This design comes from an exercise in tuning for small area and a short achievable clock period on the open sky130 flow, not from production work. At most, simulation tests tie the RTL to the original design; equivalence was not proved. No functional check of the RTL was part of runs 1 and 2. Power figures rest on the tool's default switching activity, not on a simulated workload.

==> flow/design.v, too long to show whole: its modules and the start of the top module <==
// module FP32Mul_fa: 4 lines
// module FP32Mul_ha: 4 lines
// module FP32Mul_bsel: 3 lines
// module FP32Mul_tree: 1290 lines
// module FP32Multi: 126 lines
module FP32Multi
(
    input         clk,
    input         input_valid,
    input [31:0]  x1,
    input [31:0]  x2,
    output [31:0] y,
    output reg    out_valid
);
  // ...
==> flow/run.sh <==
#!/bin/bash
# synth_recipe.tcl (not shown) runs the flow's synth.tcl, then flattens the netlist and writes it again
# the make line also repeats each setting of config.mk as NAME=value (left out here)
make -C /OpenROAD-flow-scripts/flow DESIGN_CONFIG=/design/flow/config.mk WORK_HOME=/design/flow/orfs CLKGATE_MAP_FILE= SYNTH_SCRIPT=/design/flow/synth_recipe.tcl finish
==> flow/config.mk <==
export PLATFORM = sky130hd
export DESIGN_NAME = FP32Multi
export DESIGN_NICKNAME = FP32Multi
export VERILOG_FILES = /design/flow/design.v
export SDC_FILE = /design/flow/constraint.sdc
export NUM_CORES = 4
export LEC_CHECK = 0
export CAP_MARGIN = 20
export CORE_MARGIN = 2
export CORE_UTILIZATION = 40
export SETUP_SLACK_MARGIN = 5
export SLEW_MARGIN = 20
export SYNTH_HIERARCHICAL = 1
==> flow/constraint.sdc <==
create_clock -name core_clock -period 8.5 [get_ports {clk}]
set_input_delay 1.7000 -clock core_clock [delete_from_list [all_inputs] [get_ports {clk}]]
set_output_delay 1.7000 -clock core_clock [all_outputs]
set_load 0.01 [all_outputs]
==> impl_metrics.yaml, run 1 <==
cells_and_area:
  final_cell_mix: "323 x xnor2_1, 303 x a22oi_2, 232 x fa_1, 221 x buf_4, 198 x nor2_1"
  seq_area_share_pct: 15.5
  multi_input_area_sq_um: 22700
  layout_commonest_cell: "xnor2_1"
  non_clock_buffer_count: 422
  area_growth_pct: 28.2
  instances_no_fill: 3975
  multi_input_comb_cells: 2266
  clock_buffers: 31
  n_fill_cell: 5952
logic_synthesis:
  synth_largest_area_cell: "dfxtp_1"
  synth_top_family_by_area: "compound AO/OA/AOI/OAI gates"
  netlist_area_sq_um: 27600
  yosysSeqAreaShare_pct: 19.1
critical_path:
  cp-start-kind: "input pin"
  cp_max_fo: 6
  regToRegStartpoint: "one_1[7]"
  crit_top_cell: "buf_4"
  end_kind: "register"
routing:
  via_per_inst: 6.26
  remaining_drc_errors: 0
status:
  outcome: "timing/DRC/antenna clean"
global_route:
  met3_usage_pct: 5.08
  met2_usage_pct: 46.5
run:
  cap_violations: 0
clocking:
  cts.sinks: 263
  cts_buffer_depth: 3
  clk_pin_slew_worst_paths_ns: 0.06
  post_cts_resized: 219
floorplan:
  coreArea_sq_um: 68500
  num_io_pins: 99
place:
  hpwl_um: 64000
pwr:
  powerComb_mw: 12.5
sta:
  rsz0062_at_grt: "yes"
  worst_slew_pin_slew_ns: 1.04
==> inputs of run 2 (changes only) <==
--- a/flow/config.mk
+++ b/flow/config.mk
@@ -5,6 +5,7 @@
 export SDC_FILE = /design/flow/constraint.sdc
 export NUM_CORES = 4
 export LEC_CHECK = 0
+export ABC_AREA = 1
 export CAP_MARGIN = 20
 export CORE_MARGIN = 2
 export CORE_UTILIZATION = 40
==> run 2 against run 1 <==
Still clean. Hold slack worse by 0.0017 ns. Routed wire length is 6.7% higher. Cell count is 51% higher. Fmax is 1.9% higher. Combinational power is about 30% lower. Critical path depth is 2 lower. Final area is 1.3% lower. Non-clock buffer count is 151 lower. Count of clock-buffer cells in the layout is 11 higher. Critical endpoint is now sb_2[30]. Largest cell class unchanged.
==> impl_metrics.yaml, run 2 <==
clocking:
  clk_pin_slew_worst_paths_ns: 0.06
  cts.sinks: 263
  htree_levels: 1
  cts_buffer_depth: 3
  root_buffer: "clkbuf_16"
  insertion_delay_ns: 0.62
  cts_made_buffers: 31
  cts_hold_buf: 0
  cts_tree: "yes"
place:
  hpwl_um: 70200
  dp_cells: 5796
  place.gp.congestion: 0.930
  post_dp_cell_area_sq_um: 31500
  port_buffers: 98
logic_synthesis:
  netlist_area_sq_um: 29900
  ys_ff_latch: 263
  synth_flop_cell: "dfxtp_1"
  synth_fa_ha_area_share_pct: 22.1
  synth.most_common_cell: "nand2_1"
  synth-async-reset-ratio_pct: 0
  avgSynthCellArea_sq_um: 6.18
  yosys.area_share.simple_pct: 43.4
  synth_commonest_cells: "2210 x nand2_1, 651 x inv_1, 637 x nand3_1"
  ys_top_cells_by_area: "nand2_1 28%, dfxtp_1 18%, fa_1 17%, nand3_1 11%, inv_1 8.2%"
  synth_top_family_by_area: "simple AND/OR/NAND/NOR gates"
  synth_compound_area_share_pct: 4.05
  yosysSeqAreaShare_pct: 17.6
  synth_largest_area_cell: "nand2_1"
  synth_cell_types: 53
  synthXorXnorAreaFrac_pct: 0.964
  synthCells: 4832
  synth-edff-count: 0
  yosysWarnings: 7
  netlist.area_leader.share_pct: 27.8
  synthMuxAreaShare_pct: 0
sta:
  period_share_pct: 41.3
  slew_headroom_pct: 36.2
  setup_viol: 0
  drv_slew: 0
  fin_crit_ns: 3.51
  fin_tns_setup_ns: 0
  fin_skew_ns: 0.0302
  rsz0062_at_grt: "yes"
  worst_slew_pin_slew_ns: 0.956
  fmax_mhz: 285
  final_hold_viol_count: 0
min_path:
  whs_path_depth: 0
  hold_class: "register to register"
global_route:
  grt_max_degree: 56
  grt_pass1_vias: 29100
  grt_first_pass_wirelength_um: 164000
  gr-total-overflow: 0
  antenna_found_initial: 0
  grt_use_total_pct: 27.3
critical_path:
  cp-start-kind: "register"
  regToRegStartpoint: "m1_1[17]"
  reg2reg_depth: 10
  rr_endpoint: "sb_2[30]"
  worstPathArrival_ns: 3.98
  end_kind: "register"
  cp_max_fo: 6
  critPathCapture: "sb_2[30]"
  crit_type: "register to register"
  worst-endpoint-required_ns: 8.97
  crit_start: "m1_1[17]"
  r2r_slack_ns: 4.99
routing:
  vias: 31400
  drt_pre_antenna_iters: 9
  wire_per_inst_um: 18.9
  final_antenna_net_count: 0
  remaining_drc_errors: 0
  routed_wl_um: 113000
  drt-initial-drc-count: 3173
  via_per_inst: 5.24
cells_and_area:
  instances_no_fill: 5999
  final_cell_mix: "2209 x nand2_1, 647 x inv_1, 637 x nand3_1, 244 x fa_1, 206 x dfxtp_1"
  area_growth_pct: 16.8
  n_antenna_cell: 0
  layout_commonest_cell: "nand2_1"
  post_route_cells_drive_above_1_share_pct: 8.33
  top_regs: "sa_2 x48, sb_2 x48, y_4 x32"
  finalInstanceArea_sq_um: 34900
  fin_nets: 5443
pwr:
  ir_worst_vdd_uv: 255
  power.density_nw_per_um2: 347
  p_leak_nw: 19.2
floorplan:
  die_w_um: 277
  coreArea_sq_um: 74200
  start_util_pct: 40.2
  rows: 100
  die_h_um: 277
  num_io_pins: 99
  dieArea_sq_um: 76900
status:
  outcome: "timing/DRC/antenna clean"
run:
  cap_violations: 0
-- run 2: what timing repair did --
item / CTS / global route
pin swaps: 5 / 23
endpoints found under the setup margin: 52 / 42
setup buffers: 43 / 96
resized for setup: 74 / 84
cloned: 0 / 6
-- run 2: logic make-up (layout without fill, tap and decap cells) --
group	after synthesis	count (layout)
DFF	263	263
AOI/OAI and AO/OA	214	214
and+or+nand+nor	3128	3128
other	1	25
buffers and inverters	822	996
xor gates and xnor gates	32	32
adders and majority gates	372	372
-- run 2: per-module statistics from Yosys (local to each module, per instance) --
module        times used  flops+latches
FP32Mul_bsel         300              0
FP32Mul_fa           258              0
FP32Mul_ha            28              0
FP32Mul_tree           1              0
FP32Multi              1            263
-- run 2: area by class of cell --
cell class	instances	area, sq um
Tap cell	969	1210
Multi-Input combinational cell	3771	21300
Clock buffer	42	877
Sequential cell	263	5460
Timing Repair Buffer	271	3310
Fill cell	7534	39300
Clock inverter	16	171
Inverter	667	2520
-- run 2: how the worst min path moves through the flow --
stage	startpoint	to	slack [ns]
detailed placement	s_1	s_2	0.31
finish	sub_2	sub_3	0.32
CTS	v_3	out_valid	0.31
floorplan	ex_2[0]	ex_3[0]	0.31
global route	v_3	out_valid	0.32
global placement	v_1	v_2	0.31
-- run 2: layer usage --
| metal | part of all wire [%] | track usage [%] | vias up |
|---|---|---|---|
| met2 | 43 | 44.8 | 1566 |
| met4 | 7.2 | 13.3 | 0 |
| met3 | 10 | 4.81 | 390 |
| met5 | 0 | 0 | - |
| li1 | - | - | 15200 |
| met1 | 39 | 34.7 | 14300 |
-- run 2: where the power goes --
group | internal [mW] | leakage, nW | total [mW] | switching [mW]
Sequential | 1.75 | 2.23 | 2.00 | 0.251
Combinational | 3.26 | 16.5 | 8.75 | 5.48
Clock | 0.790 | 0.511 | 1.36 | 0.571
-- run 2: critical path, stage by stage (launching register included) --
cell and delay, ns:
dfxtp_4 0.45, buf_6 0.19, nand2_1 0.09, nand2_1 0.08, nand2_1 0.06, nand2_1 0.08
fa_1 0.46, fa_1 0.53, fa_1 0.42, fa_1 0.54, fa_1 0.46
-- run 2: metrics by stage --
stage	worst slack [ns]	utilization, %	power [mW]	hold slack (ns)
final	4.99	47.0	12.1	0.324
after global routing	4.85	47.0	13.2	0.320
after CTS	4.99	45.0	11.8	0.311
after detailed placement	3.71	42.4	10.4	0.312
after global placement	3.66	42.4	10.3	0.310
after floorplan	4.97	-	8.94	0.310
==> module FP32Multi, before the edit <==
module FP32Multi
(
    input         clk,
    input         input_valid,
    input [31:0]  x1,
    input [31:0]  x2,
    output [31:0] y,
    output reg    out_valid
);
function [4:0] lzc24;
    input [23:0] m;
    reg [31:0] t32;
    reg [15:0] t16;
    reg [7:0]  t8;
    reg [3:0]  t4;
    reg [1:0]  t2;
    reg z16, z8, z4, z2, z1;
    begin
        t32 = {m, 8'hff};
        z16 = ~|t32[31:16];
        t16 = z16 ? t32[15:0] : t32[31:16];
        z8  = ~|t16[15:8];
        t8  = z8 ? t16[7:0] : t16[15:8];
        z4  = ~|t8[7:4];
        t4  = z4 ? t8[3:0] : t8[7:4];
        z2  = ~|t4[3:2];
        t2  = z2 ? t4[1:0] : t4[3:2];
        z1  = ~t2[1];
        lzc24 = {z16, z8, z4, z2, z1};
    end
endfunction
wire [7:0]  e1 = x1[30:23];
wire [7:0]  e2 = x2[30:23];
wire        nz1 = |e1;
wire        nz2 = |e2;
wire        inf_0  = (&e1) | (&e2);
wire        zero_0 = ~(|x1[30:0]) | ~(|x2[30:0]);
wire [8:0]  esum_0 = {1'b0, e1[7:1], e1[0] | ~nz1} + {1'b0, e2[7:1], e2[0] | ~nz2};
wire [4:0]  lz_0 = (lzc24({1'b0, x1[22:0]}) & {5{~nz1}}) | (lzc24({1'b0, x2[22:0]}) & {5{~nz2}});
wire [24:0] bm = {nz2, x2[22:0], 1'b0};
wire [11:0] one_0, two_0, neg_0;
genvar gi;
generate for (gi = 0; gi < 12; gi = gi + 1) begin : g_booth
    assign one_0[gi] = bm[2*gi+1] ^ bm[2*gi];
    assign two_0[gi] = (bm[2*gi+2] & ~bm[2*gi+1] & ~bm[2*gi]) | (~bm[2*gi+2] & bm[2*gi+1] & bm[2*gi]);
    assign neg_0[gi] = bm[2*gi+2] & ~(bm[2*gi+1] & bm[2*gi]);
end endgenerate
reg [23:0] m1_1;
reg [11:0] one_1, two_1, neg_1;
reg        top_1;
reg [8:0]  es_1;
reg [4:0]  lz_1;
reg        s_1, v_1;
always @(posedge clk) begin
    m1_1  <= {nz1, x1[22:0]};
    one_1 <= one_0;
    two_1 <= two_0;
    neg_1 <= neg_0;
    top_1 <= nz2;
    es_1  <= inf_0 ? 9'h1ff : (zero_0 ? 9'h000 : esum_0);
    lz_1  <= lz_0;
    s_1   <= x1[31] ^ x2[31];
    v_1   <= input_valid;
end
wire [47:0] sa_1, sb_1;
FP32Mul_tree u_tree (.a(m1_1), .bone(one_1), .btwo(two_1), .bneg(neg_1), .btop(top_1),
                     .sa(sa_1), .sb(sb_1));
wire signed [10:0] d   = $signed({2'b0, es_1}) - $signed({6'b0, lz_1});
wire        sub_sel    = (d <= 11'sd127);
wire signed [10:0] shs = 11'sd150 - $signed({2'b0, es_1});
wire [5:0]  sh   = sub_sel ? ((shs > 11'sd63) ? 6'd63 : shs[5:0]) : (6'd23 - {1'b0, lz_1});
wire        ovf0 = ~sub_sel & (d >= 11'sd381);
wire        ovf1 = ~sub_sel & (d >= 11'sd382);
wire [7:0]  dm   = d[7:0] - 8'd126;
wire [7:0]  ex   = sub_sel ? {7'd0, d == 11'sd127} : dm;
reg [47:0] sa_2, sb_2;
reg [5:0]  sh_2;
reg [7:0]  ex_2;
reg        sub_2, ovf0_2, ovf1_2, s_2, v_2;
always @(posedge clk) begin
    sa_2   <= sa_1;
    sb_2   <= sb_1;
    sh_2   <= sh;
    ex_2   <= ex;
    sub_2  <= sub_sel;
    ovf0_2 <= ovf0;
    ovf1_2 <= ovf1;
    s_2    <= s_1;
    v_2    <= v_1;
end
wire [47:0] p = sa_2 + sb_2;
wire [24:0] w = p >> sh_2;
reg [24:0] w_3;
reg [7:0]  ex_3;
reg        sub_3, ovf0_3, ovf1_3, s_3, v_3;
always @(posedge clk) begin
    w_3    <= w;
    ex_3   <= ex_2;
    sub_3  <= sub_2;
    ovf0_3 <= ovf0_2;
    ovf1_3 <= ovf1_2;
    s_3    <= s_2;
    v_3    <= v_2;
end
wire        n = ~w_3[24];
reg  [7:0]  ey;
reg  [22:0] fy;
always @* begin
    if (sub_3) begin
        ey = {7'd0, ex_3[0] & w_3[24]};
        fy = w_3[23:1];
    end else if (n ? ovf1_3 : ovf0_3) begin
        ey = 8'hff;
        fy = 23'd0;
    end else begin
        ey = n ? ex_3 - 8'd1 : ex_3;
        fy = n ? w_3[22:0] : w_3[23:1];
    end
end
reg [31:0] y_4;
always @(posedge clk) begin
    y_4       <= {s_3, ey, fy};
    out_valid <= v_3;
end
assign y = y_4;
endmodule
==> inputs of run 3 (changes only) <==
--- a/flow/design.v
+++ b/flow/design.v
@@ -1367,14 +1367,14 @@
 wire [47:0] sa_1, sb_1;
 FP32Mul_tree u_tree (.a(m1_1), .bone(one_1), .btwo(two_1), .bneg(neg_1), .btop(top_1),
                      .sa(sa_1), .sb(sb_1));
-wire signed [10:0] d   = $signed({2'b0, es_1}) - $signed({6'b0, lz_1});
-wire        sub_sel    = (d <= 11'sd127);
-wire signed [10:0] shs = 11'sd150 - $signed({2'b0, es_1});
-wire [5:0]  sh   = sub_sel ? ((shs > 11'sd63) ? 6'd63 : shs[5:0]) : (6'd23 - {1'b0, lz_1});
-wire        ovf0 = ~sub_sel & (d >= 11'sd381);
-wire        ovf1 = ~sub_sel & (d >= 11'sd382);
-wire [7:0]  dm   = d[7:0] - 8'd126;
-wire [7:0]  ex   = sub_sel ? {7'd0, d == 11'sd127} : dm;
+wire [9:0]  d      = {1'b0, es_1} + 10'd64 - {5'b0, lz_1};
+wire        sub_sel = (d <= 10'd191);
+wire [9:0]  shs    = 10'd150 - {1'b0, es_1};
+wire [5:0]  sh     = sub_sel ? ((|shs[9:6]) ? 6'd63 : shs[5:0]) : (6'd23 - {1'b0, lz_1});
+wire        ovf0   = ~sub_sel & (d >= 10'd445);
+wire        ovf1   = ~sub_sel & (d >= 10'd446);
+wire [7:0]  dm     = d[7:0] - 8'd190;
+wire [7:0]  ex     = sub_sel ? {7'd0, d == 10'd191} : dm;
 reg [47:0] sa_2, sb_2;
 reg [5:0]  sh_2;
 reg [7:0]  ex_2;
--- a/flow/config.mk
+++ b/flow/config.mk
@@ -12,3 +12,4 @@
 export SETUP_SLACK_MARGIN = 5
 export SLEW_MARGIN = 20
 export SYNTH_HIERARCHICAL = 1
+export TNS_END_PERCENT = 0
==> run 3 against run 2 <==
Via count is 3.1% lower. Worst setup slack worse by 0.056 ns. Largest power group unchanged. Critical path depth is 1 lower. Critical endpoint is now sb_2[19]. Count of clock-buffer cells in the layout is 9 lower. Critical path type unchanged. Cell count is 1.6% lower. Utilization is 1.7 points lower. Total power is 2.4% lower. Area after synthesis hardly changed.
==> impl_metrics.yaml, run 3 <==
status:
  outcome: "timing/DRC/antenna clean"
floorplan:
  die_w_um: 277
  num_io_pins: 99
  start_util_pct: 40.2
  die_h_um: 277
  rows: 100
  coreArea_sq_um: 74200
  dieArea_sq_um: 76800
sta:
  period_share_pct: 42.0
  fin_crit_ns: 3.57
  fmax_mhz: 280
  slew_headroom_pct: 32.4
  final_hold_viol_count: 0
  setup_viol: 0
  rsz0062_at_grt: "yes"
  whs_ns: 0.318
  worst_slew_pin_slew_ns: 1.01
  drv_slew: 0
  fin_tns_setup_ns: 0
  fin_skew_ns: 0.0206
cells_and_area:
  final_cell_mix: "2195 x nand2_1, 651 x nand3_1, 647 x inv_1, 259 x fa_1, 230 x dfxtp_1"
  top_regs: "sa_2 x48, sb_2 x48, y_4 x32"
  area_growth_pct: 12.6
  fin_nets: 5356
  layout_commonest_cell: "nand2_1"
  finalInstanceArea_sq_um: 33600
  post_route_cells_drive_above_1_share_pct: 5.52
clocking:
  cts_made_buffers: 29
  htree_levels: 1
  clk_pin_slew_worst_paths_ns: 0.07
  cts_tree: "yes"
  root_buffer: "clkbuf_16"
  insertion_delay_ns: 0.60
  cts.sinks: 263
  cts_hold_buf: 0
  cts_buffer_depth: 3
logic_synthesis:
  synth-async-reset-ratio_pct: 0
  synth_cell_types: 50
  synth_largest_area_cell: "nand2_1"
  netlist_area_sq_um: 29900
  ys_ff_latch: 263
  yosysSeqAreaShare_pct: 17.6
  synthCells: 4827
  avgSynthCellArea_sq_um: 6.19
  synth-edff-count: 0
  ys_top_cells_by_area: "nand2_1 28%, dfxtp_1 18%, fa_1 18%, nand3_1 11%, inv_1 8.2%"
  yosysWarnings: 7
  synth.most_common_cell: "nand2_1"
  synth_flop_cell: "dfxtp_1"
  synth_commonest_cells: "2198 x nand2_1, 651 x nand3_1, 649 x inv_1"
  netlist.area_leader.share_pct: 27.6
critical_path:
  cp_slowest_cell: "fa_1"
  r2r_slack_ns: 4.93
  crit_type: "register to register"
  reg2reg_depth: 9
  cp_cell_sequence: "buf_12 > nand2_1 > nand3_1 > nand2_1 > fa_1 > fa_1 > fa_1 > fa_1 > fa_1"
  cp_max_fo: 25
  crit_family: "adder cells"
  cp-start-kind: "register"
  crit_top_cell: "fa_1"
  rr_endpoint: "sb_2[19]"
  path_depth: 9
  worstPathArrival_ns: 4.02
  worst-endpoint-required_ns: 8.95
  end_kind: "register"
  regToRegStartpoint: "one_1[0]"
  path_buf_inv: 1
  cpPeakStageDelay_ns: 0.58
global_route:
  met3_usage_pct: 3.48
  antenna_found_initial: 0
  grt_first_pass_wirelength_um: 159000
  gr-total-overflow: 0
  grt_pass1_vias: 29100
  grt_use_total_pct: 26.3
  grt_use_met1_pct: 33.7
  met2_usage_pct: 44.2
  busiest_layer: "met2"
  grt_max_degree: 55
place:
  port_buffers: 98
  post_dp_cell_area_sq_um: 31500
  place.gp.congestion: 0.956
  hpwl_um: 70000
routing:
  final_antenna_net_count: 0
  drt_pre_antenna_iters: 8
  routed_wl_um: 103000
  via_per_inst: 5.16
  remaining_drc_errors: 0
  wire_per_inst_um: 17.5
  vias: 30500
  drt-initial-drc-count: 2577
min_path:
  hp-start: "v_3"
  whs_path_depth: 0
  min_to: "out_valid"
  hold_class: "register to register"
pwr:
  ir_worst_vdd_uv: 209
  power.density_nw_per_um2: 352
  p_leak_nw: 18.6
run:
  cap_violations: 0
run 3: worst max-delay path by stage:
| stage | start | to | slack (ns) |
|---|---|---|---|
| finish | one_1[0] | sb_2[19] | 4.93 |
| global route | x1[9] | lz_1[1] | 4.87 |
| CTS | one_1[2] | sb_2[22] | 4.95 |
| detailed placement | x1[27] | es_1[8] | 3.76 |
| global placement | x1[27] | es_1[8] | 3.78 |
| floorplan | x1[27] | es_1[8] | 4.93 |
run 3: logic make-up after synthesis:
group                    after synthesis  share of synthesized area [%]
XOR/XNOR                              31                          0.909
AND/OR/NAND/NOR                     3120                           43.2
buffers and inverters                817                           11.8
adder cells (fa/ha/maj)              381                           22.5
AO/OA/AOI/OAI                        214                           3.96
other                                  1                         0.0126
flip-flops                           263                           17.6
run 3: what timing repair did:
item,CTS,global route
gates cloned,0,3
endpoints found under the setup margin,52,53
resized for setup,68,101
pin swaps,3,18
hold endpoints to repair,0,0
buffers inserted,17,18
run 3: final cells by class:
cell class                      count  area, sq um
Tap cell                          969         1210
Clock inverter                     21          234
Fill cell                        7779        40600
Sequential cell                   263         5370
Timing Repair Buffer              184         2230
Inverter                          659         2480
Antenna cell                        1         2.50
Multi-Input combinational cell   3772        21300
Clock buffer                       33          761
run 3: Yosys stat by module, one instance, submodules excluded:
| module | flip-flops and latches | times used |
|---|---|---|
| FP32Mul_fa | 0 | 258 |
| FP32Mul_tree | 0 | 1 |
| FP32Mul_bsel | 0 | 300 |
| FP32Mul_ha | 0 | 28 |
| FP32Multi | 263 | 1 |
run 3: stage by stage:
step / total power [mW] / setup slack [ns] / cells / util (%)
finish: 11.8 / 4.93 / 5902 / 45.3
global route: 13.0 / 4.87 / 5901 / 45.3
CTS: 11.7 / 4.95 / 5880 / 44.5
detailed placement: 10.3 / 3.76 / 5809 / 42.5
global placement: 10.2 / 3.78 / 5809 / 42.5
floorplan: 8.94 / 4.93 / 4851 / -
run 3: power by group:
part           leakage (nW)  internal [mW]  switching (mW)
Sequential             2.22           1.77           0.244
Clock                 0.476          0.746           0.571
Combinational          15.9           3.15            5.34
run 3: metal layers:
layer  part of all wire [%]  vias to the layer above  wire, um
li1                       -                    15100         -
met1                     42                    13900     43100
met2                     45                     1238     46700
met3                    7.7                      275      7960
met4                    5.4                        0      5530
met5                      0                        -         0
==> inputs of run 4 (changes only) <==
--- a/flow/config.mk
+++ b/flow/config.mk
@@ -12,4 +12,3 @@
 export SETUP_SLACK_MARGIN = 5
 export SLEW_MARGIN = 20
 export SYNTH_HIERARCHICAL = 1
-export TNS_END_PERCENT = 0
==> run 4 against run 3 <==
Critical path depth increased by 1. Register-to-register slack improved by 0.07 ns. Highest routed layer is now met5. Die area unchanged. Area after synthesis unchanged. Flip-flop and latch count unchanged.
==> impl_metrics.yaml, run 4 <==
sta:
  final_hold_viol_count: 0
  fin_ws_ns: 5.01
  fin_tns_setup_ns: 0
  period_share_pct: 41.1
  worst_slew_pin_slew_ns: 1.00
  drv_slew: 0
  setup_viol: 0
  slew_headroom_pct: 33.0
  fmax_mhz: 286
  whs_ns: 0.326
  rsz0062_at_grt: "yes"
  fin_skew_ns: 0.0151
  fin_crit_ns: 3.49
critical_path:
  cpPeakStageDelay_ns: 0.59
  cp-start-kind: "register"
  cp_cell_sequence: "buf_12 > nand2_1 > nand2_1 > nand2_1 > nand2_1 > fa_2 > fa_1 > fa_1 > fa_1 > fa_1"
  crit_type: "register to register"
  worst-endpoint-required_ns: 8.98
  end_kind: "register"
  cp_slowest_cell: "fa_1"
  worstPathArrival_ns: 3.98
  cp_max_fo: 25
floorplan:
  rows: 100
  die_h_um: 277
  num_io_pins: 99
  start_util_pct: 40.2
  die_w_um: 277
  coreArea_sq_um: 74200
  dieArea_sq_um: 76800
min_path:
  hold_class: "register to register"
logic_synthesis:
  synth-async-reset-ratio_pct: 0
  ys_ff_latch: 263
  synth_largest_area_cell: "nand2_1"
  synth.most_common_cell: "nand2_1"
  ys_top_cells_by_area: "nand2_1 28%, dfxtp_1 18%, fa_1 18%, nand3_1 11%, inv_1 8.2%"
  avgSynthCellArea_sq_um: 6.19
  synthCells: 4827
  synth_flop_cell: "dfxtp_1"
  netlist_area_sq_um: 29900
  synth_cell_types: 50
  synth-edff-count: 0
  yosysSeqAreaShare_pct: 17.6
  netlist.area_leader.share_pct: 27.6
  synth_commonest_cells: "2198 x nand2_1, 651 x nand3_1, 649 x inv_1"
  yosysWarnings: 7
pwr:
  totalPowerFinal_mw: 12.2
  p_sw_mw: 6.26
  p_int_mw: 5.95
  power_switching_share_pct: 51.3
  p_leak_nw: 19.2
  pwr-share-seq_pct: 16.6
  power.density_nw_per_um2: 351
  p_comb_share_pct: 70.8
  ir_worst_vdd_uv: 221
  pwr-share-clk_pct: 12.6
routing:
  drt-initial-drc-count: 2875
  vias: 31400
  routed_wl_um: 112000
  wire_per_inst_um: 18.8
  final_antenna_net_count: 0
  via_per_inst: 5.26
  remaining_drc_errors: 0
  drt_pre_antenna_iters: 8
global_route:
  grt_pass1_vias: 29100
  gr-total-overflow: 0
  grt_max_degree: 53
  antenna_found_initial: 1
  grt_first_pass_wirelength_um: 162000
  grt_use_total_pct: 26.9
place:
  port_buffers: 98
  post_dp_cell_area_sq_um: 31400
  dp_slack_ns: 3.76
  hpwl_um: 69800
  place.gp.congestion: 0.960
clocking:
  clk_pin_slew_worst_paths_ns: 0.06
  cts_made_buffers: 31
  cts_tree: "yes"
  cts_buffer_depth: 3
  cts.sinks: 263
  root_buffer: "clkbuf_16"
  insertion_delay_ns: 0.62
  htree_levels: 1
cells_and_area:
  post_route_cells_drive_above_1_share_pct: 7.50
  final_cell_mix: "2191 x nand2_1, 650 x nand3_1, 647 x inv_1, 254 x fa_1, 211 x dfxtp_1"
  n_fill_cell: 7479
  finalInstanceArea_sq_um: 34800
  n_antenna_cell: 0
  area_growth_pct: 16.7
  layout_commonest_cell: "nand2_1"
  top_regs: "sa_2 x48, sb_2 x48, y_4 x32"
  fin_nets: 5432
run:
  cap_violations: 0
status:
  outcome: "timing/DRC/antenna clean"
-- run 4: cell types whose count changed in the layout (fill, tap and decap cells not counted), sizes merged --
cell / previous run / this run
clkinvlp: 6 / 1
inv: 661 / 659
clkdlybuf4s50: 82 / 80
dlygate4sd2: 3 / 2
diode: 1 / 0
clkbuf: 36 / 46
buf: 83 / 153
bufinv: 3 / 8
dlymetal6s2s: 13 / 16
-- run 4: kinds of logic (layout without fill, tap and decap cells) --
logic type	after synthesis	in the layout	synth area share [%]
AND/OR/NAND/NOR	3120	3121	43.2
flip-flops	263	263	17.6
buffers and inverters	817	975	11.8
XOR/XNOR	31	31	0.909
other	1	25	0.0126
adder cells (fa/ha/maj)	381	381	22.5
AO/OA/AOI/OAI	214	214	3.96
-- run 4: critical path, delay by kind of cell, from the launching register on --
kind / cells / cell delay [ns]
fa+ha+maj: 5 / 2.43
buf+inv: 1 / 0.22
flops: 1 / 0.39
simple gates: 4 / 0.27
-- run 4: power groups by stage --
stage	clock network [mW]	logic [mW]	registers (mW)
finish	1.54	8.65	2.03
detailed placement	0	8.18	2.14
CTS	1.56	8.31	2.07
floorplan	0	6.89	2.05
global placement	0	8.10	2.14
global route	1.61	9.69	2.06
-- run 4: per-stage QoR --
step	std cells	util, %
floorplan	4851	-
global placement	5789	42.3
CTS	5884	45.0
finish	5979	46.9
detailed placement	5789	42.3
global route	5979	46.9
-- run 4: final cells by class --
cell class | count | area (sq um) | area share, %
multi-input combinational | 3772 | 21300 | 61.2
tap | 969 | 1210 | 3.48
sequential | 263 | 5440 | 15.6
inverter | 659 | 2480 | 7.12
timing repair buffer | 258 | 3170 | 9.10
clock buffer | 39 | 846 | 2.43
clock inverter | 19 | 349 | 1.00
-- run 4: what timing repair did --
item / CTS / global route
setup endpoints to repair: 55 / 38
pin swaps: 4 / 15
cloned: 0 / 5
hold buffers: 0 / 0
gates resized for setup: 60 / 95
setup buffers: 37 / 90
-- run 4: final timing paths --
kind | startpoint | endpoint | slack, ns | cells past startpoint
worst min register to register | v_2 | v_3 | 0.33 | 0
worst max register to register | two_1[2] | sb_2[22] | 5.01 | 10
worst min-delay path | v_2 | v_3 | 0.33 | 0
worst max-delay path | two_1[2] | sb_2[22] | 5.01 | 10
-- run 4: layer usage --
layer  routed length, um  up-vias  GRT usage [%]
met5                  14        -              0
met4                7450        2           11.8
met3               10400      359           4.30
met2               49800     1512           44.6
met1               44600    14300           34.6
li1                    -    15200              -
-- run 4: per-module statistics from Yosys (local to each module, per instance) --
module        copies in the design  cell area, sq um  cells inside
FP32Mul_bsel                   300              27.5             7
FP32Mul_fa                     258              20.0             1
FP32Mul_ha                      28              12.5             1
FP32Mul_tree                     1              1150           193
FP32Multi                        1             14900          2248

afterwards: timing with drivers on the ports:
No port has a modelled driver above. Below, the same layouts with a new extraction and two added sets of constraints.
Step 1 sets driving cells, clkbuf_16 on the clock port and buf_2 on the other inputs (assumed; they add their load-dependent delay and slew).
Step 2, shift: input delay + t, output delay - t, t = (earliest + latest rising clock arrival at the registers) / 2. This alone moves slack from input paths to output paths.
Three values: ideal ports, drivers, drivers and shift; two values: the first two.
run | t, ns | setup slack, ns | hold slack, ns
run 1 | 0.654 | 4.921 / 4.936 / 4.297 | 0.326 / 0.326 / 0.326
run 2 | 0.671 | 4.989 / 4.989 / 4.383 | 0.324 / 0.324 / 0.324
run 3 | 0.655 | 4.933 / 4.933 / 4.420 | 0.318 / 0.318 / 0.318
run 4 | 0.671 | 5.007 / 5.007 / 4.453 | 0.326 / 0.326 / 0.326
After both steps setup and hold are still met in every run listed. For run 1, which loses most, drivers alone change the setup slack by +0.015 ns; drivers and shift together by -0.624 ns.
